From an optimization exercise on the open Yosys and OpenROAD flow, aimed at small area, a short achievable clock period and few clock cycles; shortcuts taken in it are not production practice.
Function was checked by simulation only, so behaviour that the tests miss may differ from the original.
Power figures rest on the tool's default switching activity, not on a simulated workload.

==> run a <==
==> flow/design.v <==
module mp3
(
    input clk,
    input rst,
    output logic read_a,
    output logic write_a,
    output logic [1:0] wmask_a,
    output logic [15:0] address_a,
    output logic [15:0] wdata_a,
    input resp_a,
    input [15:0] rdata_a,
    output logic read_b,
    output logic write_b,
    output logic [1:0] wmask_b,
    output logic [15:0] address_b,
    output logic [15:0] wdata_b,
    input resp_b,
    input [15:0] rdata_b
);
assign read_a  = 1'b1;
assign write_a = 1'b0;
assign wmask_a = 2'b00;
assign wdata_a = 16'h0000;
logic [15:0] pc;           
logic [15:0] opa, opb;     
logic [15:0] sd;           
logic [5:0]  ir;           
logic [2:0]  wd;           
logic        ind;          
logic [2:0]  cc;           
logic [15:0] rf [0:7];
logic k_and, k_not, k_shf, k_ldb, k_stb, k_load, k_trap;
logic k_rd, k_wrd, k_sti, k_indir, k_req, k_wr, k_setc;
wire [15:0] sum = opa + opb;
logic [15:0] shres;
always_comb begin
    if (!ir[4])      shres = opa << ir[3:0];
    else if (!ir[5]) shres = opa >> ir[3:0];
    else             shres = $signed(opa) >>> ir[3:0];
end
logic [15:0] alures;
always_comb begin
    if (k_and)       alures = opa & opb;
    else if (k_not)  alures = ~opa;
    else if (k_shf)  alures = shres;
    else if (k_trap) alures = pc;        
    else             alures = sum;       
end
wire [15:0] ldval = k_ldb ? {8'h00, alo[0] ? rdata_b[15:8] : rdata_b[7:0]} : rdata_b;
wire [15:0] wbd   = k_load ? ldval : alures;
wire [15:0] ccsrc = k_load ? rdata_b : alures;
wire stall  = k_req & (!resp_b | (k_indir & !ind));
wire p1done = k_indir & !ind & resp_b;
wire [2:0] cc_e    = {ccsrc[15], ccsrc == 16'h0000, !ccsrc[15] && ccsrc != 16'h0000};
wire [2:0] cc_next = k_setc ? cc_e : cc;
assign read_b    = k_rd | (k_sti & !ind);
assign write_b   = k_wrd | (k_sti & ind);
wire [6:0] alo;
wire       ac7;
add7 alow (.a(opa[6:0]), .b(opb[6:0]), .s(alo), .co(ac7));
wire [8:0] ahi_inc, ahi_dec;
incdec9 u_ahi (.a(opa[15:7]), .inc(ahi_inc), .dec(ahi_dec));
wire [8:0] ahi;
csel9 apick (.c(ac7), .h1(opb[15] ? opa[15:7] : ahi_inc), .h0(opb[15] ? ahi_dec : opa[15:7]), .y(ahi));
assign address_b = {ahi, alo};
assign wmask_b   = k_stb ? (alo[0] ? 2'b10 : 2'b01) : 2'b11;
assign wdata_b   = sd;
always_ff @(posedge clk) begin
    if (rst)
        ind <= 1'b0;
    else if (k_indir && resp_b)
        ind <= !ind;
end
always_ff @(posedge clk) begin
    if (!stall && k_wr)
        rf[wd] <= wbd;
    if (!stall && k_setc)
        cc <= cc_e;
end
wire [15:0] fi  = rdata_a;
wire [3:0]  fop = fi[15:12];
wire f_add   = fop == 4'b0001;
wire f_and   = fop == 4'b0101;
wire f_not   = fop == 4'b1001;
wire f_shf   = fop == 4'b1101;
wire f_lea   = fop == 4'b1110;
wire f_br    = fop == 4'b0000;
wire f_jmp   = fop == 4'b1100;
wire f_jsr   = fop == 4'b0100;
wire f_trap  = fop == 4'b1111;
wire f_ldr   = fop == 4'b0110;
wire f_ldb   = fop == 4'b0010;
wire f_ldi   = fop == 4'b1010;
wire f_str   = fop == 4'b0111;
wire f_stb   = fop == 4'b0011;
wire f_sti   = fop == 4'b1011;
wire f_store = f_str | f_stb | f_sti;
wire f_load  = f_ldr | f_ldb | f_ldi;
wire f_imm   = (f_add | f_and) & fi[5];
wire [2:0] ra  = fi[8:6];
wire [2:0] rb  = f_store ? fi[11:9] : fi[2:0];
wire [15:0] fa = (k_wr && wd == ra) ? wbd : rf[ra];
wire [15:0] fb = (k_wr && wd == rb) ? wbd : rf[rb];
wire [15:0] pc2  = pc + 16'd2;
wire [15:0] boff = f_jsr ? {{4{fi[10]}}, fi[10:0], 1'b0} : {{6{fi[8]}}, fi[8:0], 1'b0};
wire [15:0] tgt  = pc2 + boff;
wire taken = f_br && ((fi[11:9] & cc_next) != 3'b000);
logic [15:0] npc;
always_comb begin
    if (k_trap)                          npc = rdata_b;
    else if (taken || (f_jsr && fi[11])) npc = tgt;
    else if (f_jmp || f_jsr)             npc = fa;
    else                                 npc = pc2;
end
logic [15:0] na, nb;
always_comb begin
    if (f_lea || f_jsr)      na = pc2;
    else if (f_trap)         na = {7'b0, fi[7:0], 1'b0};
    else                     na = fa;
    if (f_lea)               nb = {{6{fi[8]}}, fi[8:0], 1'b0};
    else if (f_jsr || f_trap) nb = 16'h0000;
    else if (f_imm)          nb = {{11{fi[4]}}, fi[4:0]};
    else if (f_ldb || f_stb) nb = {{10{fi[5]}}, fi[5:0]};
    else if (f_load || f_store) nb = {{9{fi[5]}}, fi[5:0], 1'b0};
    else                     nb = fb;
end
wire [15:0] nsd = f_stb ? {fb[7:0], fb[7:0]} : fb;
always_ff @(posedge clk) begin
    if (rst || (!stall && k_trap)) begin
        {k_and, k_not, k_shf, k_ldb, k_stb, k_load, k_trap} <= '0;
        {k_rd, k_wrd, k_sti, k_indir, k_req, k_wr, k_setc} <= '0;
    end else if (!stall) begin
        k_and   <= f_and;
        k_not   <= f_not;
        k_shf   <= f_shf;
        k_ldb   <= f_ldb;
        k_stb   <= f_stb;
        k_load  <= f_load;
        k_trap  <= f_trap;
        k_rd    <= f_load | f_trap;
        k_wrd   <= f_str | f_stb;
        k_sti   <= f_sti;
        k_indir <= f_ldi | f_sti;
        k_req   <= f_load | f_store | f_trap;
        k_wr    <= f_add | f_and | f_not | f_shf | f_lea | f_load | f_jsr | f_trap;
        k_setc  <= f_add | f_and | f_not | f_shf | f_lea | f_load;
    end
end
always_ff @(posedge clk) begin
    if (rst)
        pc <= 16'h0000;
    else if (!stall)
        pc <= npc;
end
always_ff @(posedge clk) begin
    if (!stall) begin
        opa <= na;
        opb <= nb;
        sd  <= nsd;
        ir  <= fi[5:0];
        wd  <= (f_jsr || f_trap) ? 3'd7 : fi[11:9];
    end else if (p1done) begin
        opa <= rdata_b;
        opb <= 16'h0000;
    end
end
assign address_a = pc;
endmodule
module add7
(
    input  [6:0] a, b,
    output logic [6:0] s,
    output logic co
);
assign {co, s} = a + b;
endmodule
module incdec9
(
    input  [8:0] a,
    output logic [8:0] inc, dec
);
assign inc = a + 9'd1;
assign dec = a - 9'd1;
endmodule
module csel9
(
    input        c,
    input  [8:0] h1, h0,
    output logic [8:0] y
);
assign y = c ? h1 : h0;
endmodule
==> flow/run.sh <==
#!/bin/bash
# synth_recipe.tcl (not shown) runs the flow's synth.tcl, then flattens the netlist and writes it again
# the make line also repeats each setting of config.mk as NAME=value (left out here)
make -C /OpenROAD-flow-scripts/flow DESIGN_CONFIG=/design/flow/config.mk WORK_HOME=/design/flow/orfs CLKGATE_MAP_FILE= SYNTH_SCRIPT=/design/flow/synth_recipe.tcl finish
==> flow/config.mk <==
export PLATFORM = sky130hd
export DESIGN_NAME = mp3
export DESIGN_NICKNAME = mp3
export VERILOG_FILES = /design/flow/design.v
export SDC_FILE = /design/flow/constraint.sdc
export NUM_CORES = 4
export LEC_CHECK = 0
export CAP_MARGIN = 20
export CORE_MARGIN = 2
export CORE_UTILIZATION = 60
export SETUP_SLACK_MARGIN = 4.0
export SLEW_MARGIN = 20
export SYNTH_HIERARCHICAL = 1
==> flow/constraint.sdc <==
create_clock -name core_clock -period 8.0 [get_ports {clk}]
set_input_delay 1.6000 -clock core_clock [delete_from_list [all_inputs] [get_ports {clk}]]
set_output_delay 1.6000 -clock core_clock [all_outputs]
set_load 0.01 [all_outputs]
==> inputs of run b, as changes to run a <==
==> flow/design.v, changed modules only <==
module mp3
(
    input clk,
    input rst,
    output logic read_a,
    output logic write_a,
    output logic [1:0] wmask_a,
    output logic [15:0] address_a,
    output logic [15:0] wdata_a,
    input resp_a,
    input [15:0] rdata_a,
    output logic read_b,
    output logic write_b,
    output logic [1:0] wmask_b,
    output logic [15:0] address_b,
    output logic [15:0] wdata_b,
    input resp_b,
    input [15:0] rdata_b
);
assign read_a  = 1'b1;
assign write_a = 1'b0;
assign wmask_a = 2'b00;
assign wdata_a = 16'h0000;
logic [15:0] pc;           
logic [15:0] opa, opb;     
logic [15:0] sd;           
logic [2:0]  wd;           
logic        ind;          
logic [2:0]  cc;           
logic [15:0] rf [0:7];
logic k_and, k_not, k_shf, k_ldb, k_stb, k_load, k_trap;
logic k_rd, k_wrd, k_sti, k_indir, k_req, k_wr, k_setc;
wire [15:0] sum = opa + opb;
logic [15:0] shres;
always_comb begin
    if (!opb[4])      shres = opa << opb[3:0];        
    else if (!opb[5]) shres = opa >> opb[3:0];
    else              shres = $signed(opa) >>> opb[3:0];
end
logic [15:0] alures;
always_comb begin
    if (k_and)       alures = opa & opb;
    else if (k_not)  alures = ~opa;
    else if (k_shf)  alures = shres;
    else if (k_trap) alures = pc;        
    else             alures = sum;       
end
wire [15:0] ldval = k_ldb ? {8'h00, sum[0] ? rdata_b[15:8] : rdata_b[7:0]} : rdata_b;
wire [15:0] wbd   = k_load ? ldval : alures;
wire [15:0] ccsrc = k_load ? rdata_b : alures;
wire stall  = k_req & (!resp_b | (k_indir & !ind));
wire p1done = k_indir & !ind & resp_b;
wire [2:0] cc_e    = {ccsrc[15], ccsrc == 16'h0000, !ccsrc[15] && ccsrc != 16'h0000};
wire [2:0] cc_next = k_setc ? cc_e : cc;
assign read_b    = k_rd | (k_sti & !ind);
assign write_b   = k_wrd | (k_sti & ind);
assign address_b = sum;
assign wmask_b   = k_stb ? (sum[0] ? 2'b10 : 2'b01) : 2'b11;
assign wdata_b   = sd;
always_ff @(posedge clk) begin
    if (rst)
        ind <= 1'b0;
    else if (k_indir && resp_b)
        ind <= !ind;
end
always_ff @(posedge clk) begin
    if (!stall && k_wr)
        rf[wd] <= wbd;
    if (!stall && k_setc)
        cc <= cc_e;
end
wire [15:0] fi  = rdata_a;
wire [3:0]  fop = fi[15:12];
wire f_add   = fop == 4'b0001;
wire f_and   = fop == 4'b0101;
wire f_not   = fop == 4'b1001;
wire f_shf   = fop == 4'b1101;
wire f_lea   = fop == 4'b1110;
wire f_br    = fop == 4'b0000;
wire f_jmp   = fop == 4'b1100;
wire f_jsr   = fop == 4'b0100;
wire f_trap  = fop == 4'b1111;
wire f_ldr   = fop == 4'b0110;
wire f_ldb   = fop == 4'b0010;
wire f_ldi   = fop == 4'b1010;
wire f_str   = fop == 4'b0111;
wire f_stb   = fop == 4'b0011;
wire f_sti   = fop == 4'b1011;
wire f_store = f_str | f_stb | f_sti;
wire f_load  = f_ldr | f_ldb | f_ldi;
wire f_imm   = (f_add | f_and) & fi[5];
wire [2:0] ra  = fi[8:6];
wire [2:0] rb  = (fi[13] & fi[12]) ? fi[11:9] : fi[2:0];    
wire [15:0] fa = (k_wr && wd == ra) ? wbd : rf[ra];
wire hit_b = k_wr && ((fi[13] & fi[12]) ? (wd == fi[11:9]) : (wd == fi[2:0]));
wire [15:0] fb = hit_b ? wbd : rf[rb];
wire [15:0] pc2  = pc + 16'd2;
wire [15:0] boff = f_jsr ? {{4{fi[10]}}, fi[10:0], 1'b0} : {{6{fi[8]}}, fi[8:0], 1'b0};
wire [15:0] tgt  = pc2 + boff;
wire taken = f_br && ((fi[11:9] & cc_next) != 3'b000);
logic [15:0] npc;
always_comb begin
    if (k_trap)                          npc = rdata_b;
    else if (taken || (f_jsr && fi[11])) npc = tgt;
    else if (f_jmp || f_jsr)             npc = fa;
    else                                 npc = pc2;
end
logic [15:0] na, nb;
always_comb begin
    if (f_lea || f_jsr)      na = pc2;
    else if (f_trap)         na = 16'h0000;
    else                     na = fa;
    if (f_lea)               nb = {{6{fi[8]}}, fi[8:0], 1'b0};
    else if (f_jsr)          nb = 16'h0000;
    else if (f_trap)         nb = {7'b0, fi[7:0], 1'b0};
    else if (f_imm)          nb = {{11{fi[4]}}, fi[4:0]};
    else if (f_shf)          nb = {10'b0, fi[5:0]};
    else if (f_ldb || f_stb) nb = {{10{fi[5]}}, fi[5:0]};
    else if (f_load || f_store) nb = {{9{fi[5]}}, fi[5:0], 1'b0};
    else                     nb = fb;
end
wire [15:0] nsd = f_stb ? {fb[7:0], fb[7:0]} : fb;
always_ff @(posedge clk) begin
    if (rst || (!stall && k_trap)) begin
        {k_and, k_not, k_shf, k_ldb, k_stb, k_load, k_trap} <= '0;
        {k_rd, k_wrd, k_sti, k_indir, k_req, k_wr, k_setc} <= '0;
    end else if (!stall) begin
        k_and   <= f_and;
        k_not   <= f_not;
        k_shf   <= f_shf;
        k_ldb   <= f_ldb;
        k_stb   <= f_stb;
        k_load  <= f_load;
        k_trap  <= f_trap;
        k_rd    <= f_load | f_trap;
        k_wrd   <= f_str | f_stb;
        k_sti   <= f_sti;
        k_indir <= f_ldi | f_sti;
        k_req   <= f_load | f_store | f_trap;
        k_wr    <= f_add | f_and | f_not | f_shf | f_lea | f_load | f_jsr | f_trap;
        k_setc  <= f_add | f_and | f_not | f_shf | f_lea | f_load;
    end
end
always_ff @(posedge clk) begin
    if (rst)
        pc <= 16'h0000;
    else if (!stall)
        pc <= npc;
end
always_ff @(posedge clk) begin
    if (!stall) begin
        opa <= na;
        opb <= nb;
        sd  <= nsd;
        wd  <= (f_jsr || f_trap) ? 3'd7 : fi[11:9];
    end else if (p1done) begin
        opa <= rdata_b;
        opb <= 16'h0000;
    end
end
assign address_a = pc;
endmodule
// module add7 removed
// module incdec9 removed
// module csel9 removed
==> flow/config.mk (replaced) <==
export PLATFORM = sky130hd
export DESIGN_NAME = mp3
export DESIGN_NICKNAME = mp3
export VERILOG_FILES = /design/flow/design.v
export SDC_FILE = /design/flow/constraint.sdc
export NUM_CORES = 4
export LEC_CHECK = 0
export ABC_AREA = 1
export CAP_MARGIN = 20
export CORE_MARGIN = 2
export CORE_UTILIZATION = 65
export SETUP_SLACK_MARGIN = 4.0
export SLEW_MARGIN = 20
==> inputs of run c, as changes to run a <==
==> flow/design.v, changed modules only <==
module mp3
(
    input clk,
    input rst,
    output logic read_a,
    output logic write_a,
    output logic [1:0] wmask_a,
    output logic [15:0] address_a,
    output logic [15:0] wdata_a,
    input resp_a,
    input [15:0] rdata_a,
    output logic read_b,
    output logic write_b,
    output logic [1:0] wmask_b,
    output logic [15:0] address_b,
    output logic [15:0] wdata_b,
    input resp_b,
    input [15:0] rdata_b
);
assign read_a  = 1'b1;
assign write_a = 1'b0;
assign wmask_a = 2'b00;
assign wdata_a = 16'h0000;
logic [15:0] pc;           
logic [15:0] opa, opb;     
logic [15:0] sd;           
logic [5:0]  ir;           
logic [2:0]  wd;           
logic        ind;          
logic [2:0]  cc;           
logic [15:0] rf [0:7];
logic k_and, k_not, k_shf, k_ldb, k_stb, k_load, k_trap;
logic k_rd, k_wrd, k_sti, k_indir, k_req, k_wr, k_setc;
wire [15:0] sum = opa + opb;
logic [15:0] shres;
always_comb begin
    if (!ir[4])      shres = opa << ir[3:0];
    else if (!ir[5]) shres = opa >> ir[3:0];
    else             shres = $signed(opa) >>> ir[3:0];
end
logic [15:0] alures;
always_comb begin
    if (k_and)       alures = opa & opb;
    else if (k_not)  alures = ~opa;
    else if (k_shf)  alures = shres;
    else if (k_trap) alures = pc;        
    else             alures = sum;       
end
wire [15:0] ldval = k_ldb ? {8'h00, sum[0] ? rdata_b[15:8] : rdata_b[7:0]} : rdata_b;
wire [15:0] wbd   = k_load ? ldval : alures;
wire [15:0] ccsrc = k_load ? rdata_b : alures;
wire stall  = k_req & (!resp_b | (k_indir & !ind));
wire p1done = k_indir & !ind & resp_b;
wire [2:0] cc_e    = {ccsrc[15], ccsrc == 16'h0000, !ccsrc[15] && ccsrc != 16'h0000};
wire [2:0] cc_next = k_setc ? cc_e : cc;
assign read_b    = k_rd | (k_sti & !ind);
assign write_b   = k_wrd | (k_sti & ind);
assign address_b = sum;
assign wmask_b   = k_stb ? (sum[0] ? 2'b10 : 2'b01) : 2'b11;
assign wdata_b   = sd;
always_ff @(posedge clk) begin
    if (rst)
        ind <= 1'b0;
    else if (k_indir && resp_b)
        ind <= !ind;
end
always_ff @(posedge clk) begin
    if (!stall && k_wr)
        rf[wd] <= wbd;
    if (!stall && k_setc)
        cc <= cc_e;
end
wire [15:0] fi  = rdata_a;
wire [3:0]  fop = fi[15:12];
wire f_add   = fop == 4'b0001;
wire f_and   = fop == 4'b0101;
wire f_not   = fop == 4'b1001;
wire f_shf   = fop == 4'b1101;
wire f_lea   = fop == 4'b1110;
wire f_br    = fop == 4'b0000;
wire f_jmp   = fop == 4'b1100;
wire f_jsr   = fop == 4'b0100;
wire f_trap  = fop == 4'b1111;
wire f_ldr   = fop == 4'b0110;
wire f_ldb   = fop == 4'b0010;
wire f_ldi   = fop == 4'b1010;
wire f_str   = fop == 4'b0111;
wire f_stb   = fop == 4'b0011;
wire f_sti   = fop == 4'b1011;
wire f_store = f_str | f_stb | f_sti;
wire f_load  = f_ldr | f_ldb | f_ldi;
wire f_imm   = (f_add | f_and) & fi[5];
wire [2:0] ra  = fi[8:6];
wire [2:0] rb  = f_store ? fi[11:9] : fi[2:0];
wire [15:0] fa = (k_wr && wd == ra) ? wbd : rf[ra];
wire [15:0] fb = (k_wr && wd == rb) ? wbd : rf[rb];
wire [15:0] pc2  = pc + 16'd2;
wire [15:0] boff = f_jsr ? {{4{fi[10]}}, fi[10:0], 1'b0} : {{6{fi[8]}}, fi[8:0], 1'b0};
wire [15:0] tgt  = pc2 + boff;
wire taken = f_br && ((fi[11:9] & cc_next) != 3'b000);
logic [15:0] npc;
always_comb begin
    if (k_trap)                          npc = rdata_b;
    else if (taken || (f_jsr && fi[11])) npc = tgt;
    else if (f_jmp || f_jsr)             npc = fa;
    else                                 npc = pc2;
end
logic [15:0] na, nb;
always_comb begin
    if (f_lea || f_jsr)      na = pc2;
    else if (f_trap)         na = 16'h0000;
    else                     na = fa;
    if (f_lea)               nb = {{6{fi[8]}}, fi[8:0], 1'b0};
    else if (f_jsr)          nb = 16'h0000;
    else if (f_trap)         nb = {7'b0, fi[7:0], 1'b0};
    else if (f_imm)          nb = {{11{fi[4]}}, fi[4:0]};
    else if (f_ldb || f_stb) nb = {{10{fi[5]}}, fi[5:0]};
    else if (f_load || f_store) nb = {{9{fi[5]}}, fi[5:0], 1'b0};
    else                     nb = fb;
end
wire [15:0] nsd = f_stb ? {fb[7:0], fb[7:0]} : fb;
always_ff @(posedge clk) begin
    if (rst || (!stall && k_trap)) begin
        {k_and, k_not, k_shf, k_ldb, k_stb, k_load, k_trap} <= '0;
        {k_rd, k_wrd, k_sti, k_indir, k_req, k_wr, k_setc} <= '0;
    end else if (!stall) begin
        k_and   <= f_and;
        k_not   <= f_not;
        k_shf   <= f_shf;
        k_ldb   <= f_ldb;
        k_stb   <= f_stb;
        k_load  <= f_load;
        k_trap  <= f_trap;
        k_rd    <= f_load | f_trap;
        k_wrd   <= f_str | f_stb;
        k_sti   <= f_sti;
        k_indir <= f_ldi | f_sti;
        k_req   <= f_load | f_store | f_trap;
        k_wr    <= f_add | f_and | f_not | f_shf | f_lea | f_load | f_jsr | f_trap;
        k_setc  <= f_add | f_and | f_not | f_shf | f_lea | f_load;
    end
end
always_ff @(posedge clk) begin
    if (rst)
        pc <= 16'h0000;
    else if (!stall)
        pc <= npc;
end
always_ff @(posedge clk) begin
    if (!stall) begin
        opa <= na;
        opb <= nb;
        sd  <= nsd;
        ir  <= fi[5:0];
        wd  <= (f_jsr || f_trap) ? 3'd7 : fi[11:9];
    end else if (p1done) begin
        opa <= rdata_b;
        opb <= 16'h0000;
    end
end
assign address_a = pc;
endmodule
// module add7 removed
// module incdec9 removed
// module csel9 removed
--- a/flow/config.mk
+++ b/flow/config.mk
@@ -10,4 +10,3 @@
 export CORE_UTILIZATION = 60
 export SETUP_SLACK_MARGIN = 4.0
 export SLEW_MARGIN = 20
-export SYNTH_HIERARCHICAL = 1
==> inputs of run d, as changes to run a <==
==> flow/design.v, changed modules only <==
module mp3
(
    input clk,
    input rst,
    output logic read_a,
    output logic write_a,
    output logic [1:0] wmask_a,
    output logic [15:0] address_a,
    output logic [15:0] wdata_a,
    input resp_a,
    input [15:0] rdata_a,
    output logic read_b,
    output logic write_b,
    output logic [1:0] wmask_b,
    output logic [15:0] address_b,
    output logic [15:0] wdata_b,
    input resp_b,
    input [15:0] rdata_b
);
assign read_a  = 1'b1;
assign write_a = 1'b0;
assign wmask_a = 2'b00;
assign wdata_a = 16'h0000;
logic [15:0] pc;           
logic [15:0] opa, opb;     
logic [15:0] sd;           
logic [2:0]  wd;           
logic        ind;          
logic [2:0]  cc;           
logic [15:0] rf [0:7];
logic k_and, k_not, k_shf, k_ldb, k_stb, k_load, k_trap;
logic k_rd, k_wrd, k_sti, k_indir, k_req, k_wr, k_setc;
wire [15:0] sum = opa + opb;
logic [15:0] shres;
always_comb begin
    if (!opb[4])      shres = opa << opb[3:0];        
    else if (!opb[5]) shres = opa >> opb[3:0];
    else              shres = $signed(opa) >>> opb[3:0];
end
logic [15:0] alures;
always_comb begin
    if (k_and)       alures = opa & opb;
    else if (k_not)  alures = ~opa;
    else if (k_shf)  alures = shres;
    else if (k_trap) alures = pc;        
    else             alures = sum;       
end
wire [15:0] ldval = k_ldb ? {8'h00, sum[0] ? rdata_b[15:8] : rdata_b[7:0]} : rdata_b;
wire [15:0] wbd   = k_load ? ldval : alures;
wire [15:0] ccsrc = k_load ? rdata_b : alures;
wire stall  = k_req & (!resp_b | (k_indir & !ind));
wire p1done = k_indir & !ind & resp_b;
wire [2:0] cc_e    = {ccsrc[15], ccsrc == 16'h0000, !ccsrc[15] && ccsrc != 16'h0000};
wire [2:0] cc_next = k_setc ? cc_e : cc;
assign read_b    = k_rd | (k_sti & !ind);
assign write_b   = k_wrd | (k_sti & ind);
assign address_b = sum;
assign wmask_b   = k_stb ? (sum[0] ? 2'b10 : 2'b01) : 2'b11;
assign wdata_b   = sd;
always_ff @(posedge clk) begin
    if (rst)
        ind <= 1'b0;
    else if (k_indir && resp_b)
        ind <= !ind;
end
always_ff @(posedge clk) begin
    if (!stall && k_wr)
        rf[wd] <= wbd;
    if (!stall && k_setc)
        cc <= cc_e;
end
wire [15:0] fi  = rdata_a;
wire [3:0]  fop = fi[15:12];
wire f_add   = fop == 4'b0001;
wire f_and   = fop == 4'b0101;
wire f_not   = fop == 4'b1001;
wire f_shf   = fop == 4'b1101;
wire f_lea   = fop == 4'b1110;
wire f_br    = fop == 4'b0000;
wire f_jmp   = fop == 4'b1100;
wire f_jsr   = fop == 4'b0100;
wire f_trap  = fop == 4'b1111;
wire f_ldr   = fop == 4'b0110;
wire f_ldb   = fop == 4'b0010;
wire f_ldi   = fop == 4'b1010;
wire f_str   = fop == 4'b0111;
wire f_stb   = fop == 4'b0011;
wire f_sti   = fop == 4'b1011;
wire f_store = f_str | f_stb | f_sti;
wire f_load  = f_ldr | f_ldb | f_ldi;
wire f_imm   = (f_add | f_and) & fi[5];
wire [2:0] ra  = fi[8:6];
wire [2:0] rb  = (fi[13] & fi[12]) ? fi[11:9] : fi[2:0];    
wire [15:0] fa = (k_wr && wd == ra) ? wbd : rf[ra];
wire hit_b = k_wr && ((fi[13] & fi[12]) ? (wd == fi[11:9]) : (wd == fi[2:0]));
wire [15:0] fb = hit_b ? wbd : rf[rb];
wire [15:0] pc2  = pc + 16'd2;
wire [15:0] boff = f_jsr ? {{4{fi[10]}}, fi[10:0], 1'b0} : {{6{fi[8]}}, fi[8:0], 1'b0};
wire [15:0] tgt  = pc2 + boff;
wire taken = f_br && ((fi[11:9] & cc_next) != 3'b000);
logic [15:0] npc;
always_comb begin
    if (k_trap)                          npc = rdata_b;
    else if (taken || (f_jsr && fi[11])) npc = tgt;
    else if (f_jmp || f_jsr)             npc = fa;
    else                                 npc = pc2;
end
logic [15:0] na, nb;
always_comb begin
    if (f_lea || f_jsr)      na = pc2;
    else if (f_trap)         na = 16'h0000;
    else                     na = fa;
    if (f_lea)               nb = {{6{fi[8]}}, fi[8:0], 1'b0};
    else if (f_jsr)          nb = 16'h0000;
    else if (f_trap)         nb = {7'b0, fi[7:0], 1'b0};
    else if (f_imm)          nb = {{11{fi[4]}}, fi[4:0]};
    else if (f_shf)          nb = {10'b0, fi[5:0]};
    else if (f_ldb || f_stb) nb = {{10{fi[5]}}, fi[5:0]};
    else if (f_load || f_store) nb = {{9{fi[5]}}, fi[5:0], 1'b0};
    else                     nb = fb;
end
wire [15:0] nsd = f_stb ? {fb[7:0], fb[7:0]} : fb;
always_ff @(posedge clk) begin
    if (rst || (!stall && k_trap)) begin
        {k_and, k_not, k_shf, k_ldb, k_stb, k_load, k_trap} <= '0;
        {k_rd, k_wrd, k_sti, k_indir, k_req, k_wr, k_setc} <= '0;
    end else if (!stall) begin
        k_and   <= f_and;
        k_not   <= f_not;
        k_shf   <= f_shf;
        k_ldb   <= f_ldb;
        k_stb   <= f_stb;
        k_load  <= f_load;
        k_trap  <= f_trap;
        k_rd    <= f_load | f_trap;
        k_wrd   <= f_str | f_stb;
        k_sti   <= f_sti;
        k_indir <= f_ldi | f_sti;
        k_req   <= f_load | f_store | f_trap;
        k_wr    <= f_add | f_and | f_not | f_shf | f_lea | f_load | f_jsr | f_trap;
        k_setc  <= f_add | f_and | f_not | f_shf | f_lea | f_load;
    end
end
always_ff @(posedge clk) begin
    if (rst)
        pc <= 16'h0000;
    else if (!stall)
        pc <= npc;
end
always_ff @(posedge clk) begin
    if (!stall) begin
        opa <= na;
        opb <= nb;
        sd  <= nsd;
        wd  <= (f_jsr || f_trap) ? 3'd7 : fi[11:9];
    end else if (p1done) begin
        opa <= rdata_b;
        opb <= 16'h0000;
    end
end
assign address_a = pc;
endmodule
// module add7 removed
// module incdec9 removed
// module csel9 removed
==> flow/config.mk (replaced) <==
export PLATFORM = sky130hd
export DESIGN_NAME = mp3
export DESIGN_NICKNAME = mp3
export VERILOG_FILES = /design/flow/design.v
export SDC_FILE = /design/flow/constraint.sdc
export NUM_CORES = 4
export LEC_CHECK = 0
export ABC_AREA = 1
export CAP_MARGIN = 20
export CORE_MARGIN = 2
export CORE_UTILIZATION = 60
export SETUP_SLACK_MARGIN = 4.2
export SLEW_MARGIN = 20
==> impl_metrics.csv <==
group,metric,value,unit
floorplanning,coreArea,25100,um2
layout,nNonClkBuffers,205,
worst_setup_path,ff2ff_path_depth,14,
cts,clock_latency,0.55,ns
hold_path,hold_path.startpoint,"k_rd$_SDFFE_PP0N_",
cts,clkSinkCount,219,
timing,holdWs,0.467,ns
pwr,peakVddDrop,0.215,mV
grt,gr-usage-all-layers,42.0,%
run_status,outcome,"finished clean",
[end of results for run c]
==> impl_metrics.csv <==
group,metric,value,unit
run_status,outcome,"finished clean",
layout,filler_cell_count,1679,
layout,nNonClkBuffers,181,
floorplanning,coreArea,23400,um2
pwr,power_switching,1.79,mW
pwr,peakVddDrop,0.186,mV
hold_path,hold_path.startpoint,"k_rd$_SDFFE_PP0N_",
worst_setup_path,crit_family,"adder cells",
cts,clkSinkCount,213,
timing,holdWs,0.488,ns
cts,clock_latency,0.52,ns
synth,synth_top_area_share,35.3,%
grt,gr-usage-all-layers,44.8,%
[end of results for run b]
==> impl_metrics.csv <==
group,metric,value,unit
floorplanning,coreArea,26700,um2
hold_path,holdPathEnd,"k_rd$_SDFFE_PP0N_",
routing,vias,14300,
pwr,peakVddDrop,0.255,mV
timing,holdWs,0.469,ns
timing,slew_headroom,36.0,%
pwr,combPwrFrac,41.3,%
grt,gr-usage-all-layers,39.1,%
cts,clock_latency,0.54,ns
worst_setup_path,ff2ff_path_depth,14,
run_status,outcome,"finished clean",
grt,antenna_found_initial,1,
[end of results for run a]
==> impl_metrics.csv <==
group,metric,value,unit
hold_path,holdPathEnd,"k_indir$_SDFFE_PP0N_",
grt,gr-usage-all-layers,42.8,%
run_status,outcome,"finished clean",
cts,clock_latency,0.55,ns
layout,nNonClkBuffers,217,
timing,holdWs,0.496,ns
floorplanning,coreArea,25300,um2
pwr,peakVddDrop,0.226,mV
worst_setup_path,ff2ff_path_depth,26,
cts,post_cts_resized,206,
hold_path,hold_path.startpoint,"k_indir$_SDFFE_PP0N_",
[end of results for run d]
Testbench counts of run a, summed over its fixed seeds: cycles 126,939.
Testbench counts of run b, summed over its fixed seeds: cycles 126,939.
Testbench counts of run c, summed over its fixed seeds: cycles 126,939.
Testbench counts of run d, summed over its fixed seeds: cycles 126,939.

-- separate check: timing with driven ports --
No port has a modelled driver above. Below, the same layouts with a new extraction and two added sets of constraints. Step 1 (the two cells are an assumption about what drives the block):
set clk [get_ports {clk}]
set_driving_cell -lib_cell sky130_fd_sc_hd__clkbuf_16 $clk
set_driving_cell -lib_cell sky130_fd_sc_hd__buf_2 [delete_from_list [all_inputs] $clk]
Step 2, shift: input delay + t, output delay - t, t = (earliest + latest rising clock arrival at the registers) / 2. This alone moves slack from input paths to output paths. a / b / c = no drivers / after step 1 / after step 2; a / b = the first two.
run	t (ns)	setup WS [ns]	latest minus earliest clock arrival (ns)	worst register clock-pin slew, ns	cell pins on the clock port's net
run a	0.573	3.689 / 3.659 / 3.194	0.039 / 0.040	0.07 / 0.07	1
run b	0.569	3.944 / 3.890 / 3.403	0.014 / 0.014	0.07 / 0.07	1
run c	0.591	3.612 / 3.561 / 3.199	0.022 / 0.022	0.07 / 0.07	1
run d	0.589	4.053 / 4.003 / 3.630	0.031 / 0.031	0.07 / 0.07	1
After both steps setup and hold are still met in every run listed. For run b, which loses most, drivers alone change the setup slack by -0.054 ns; drivers and shift together by -0.541 ns.
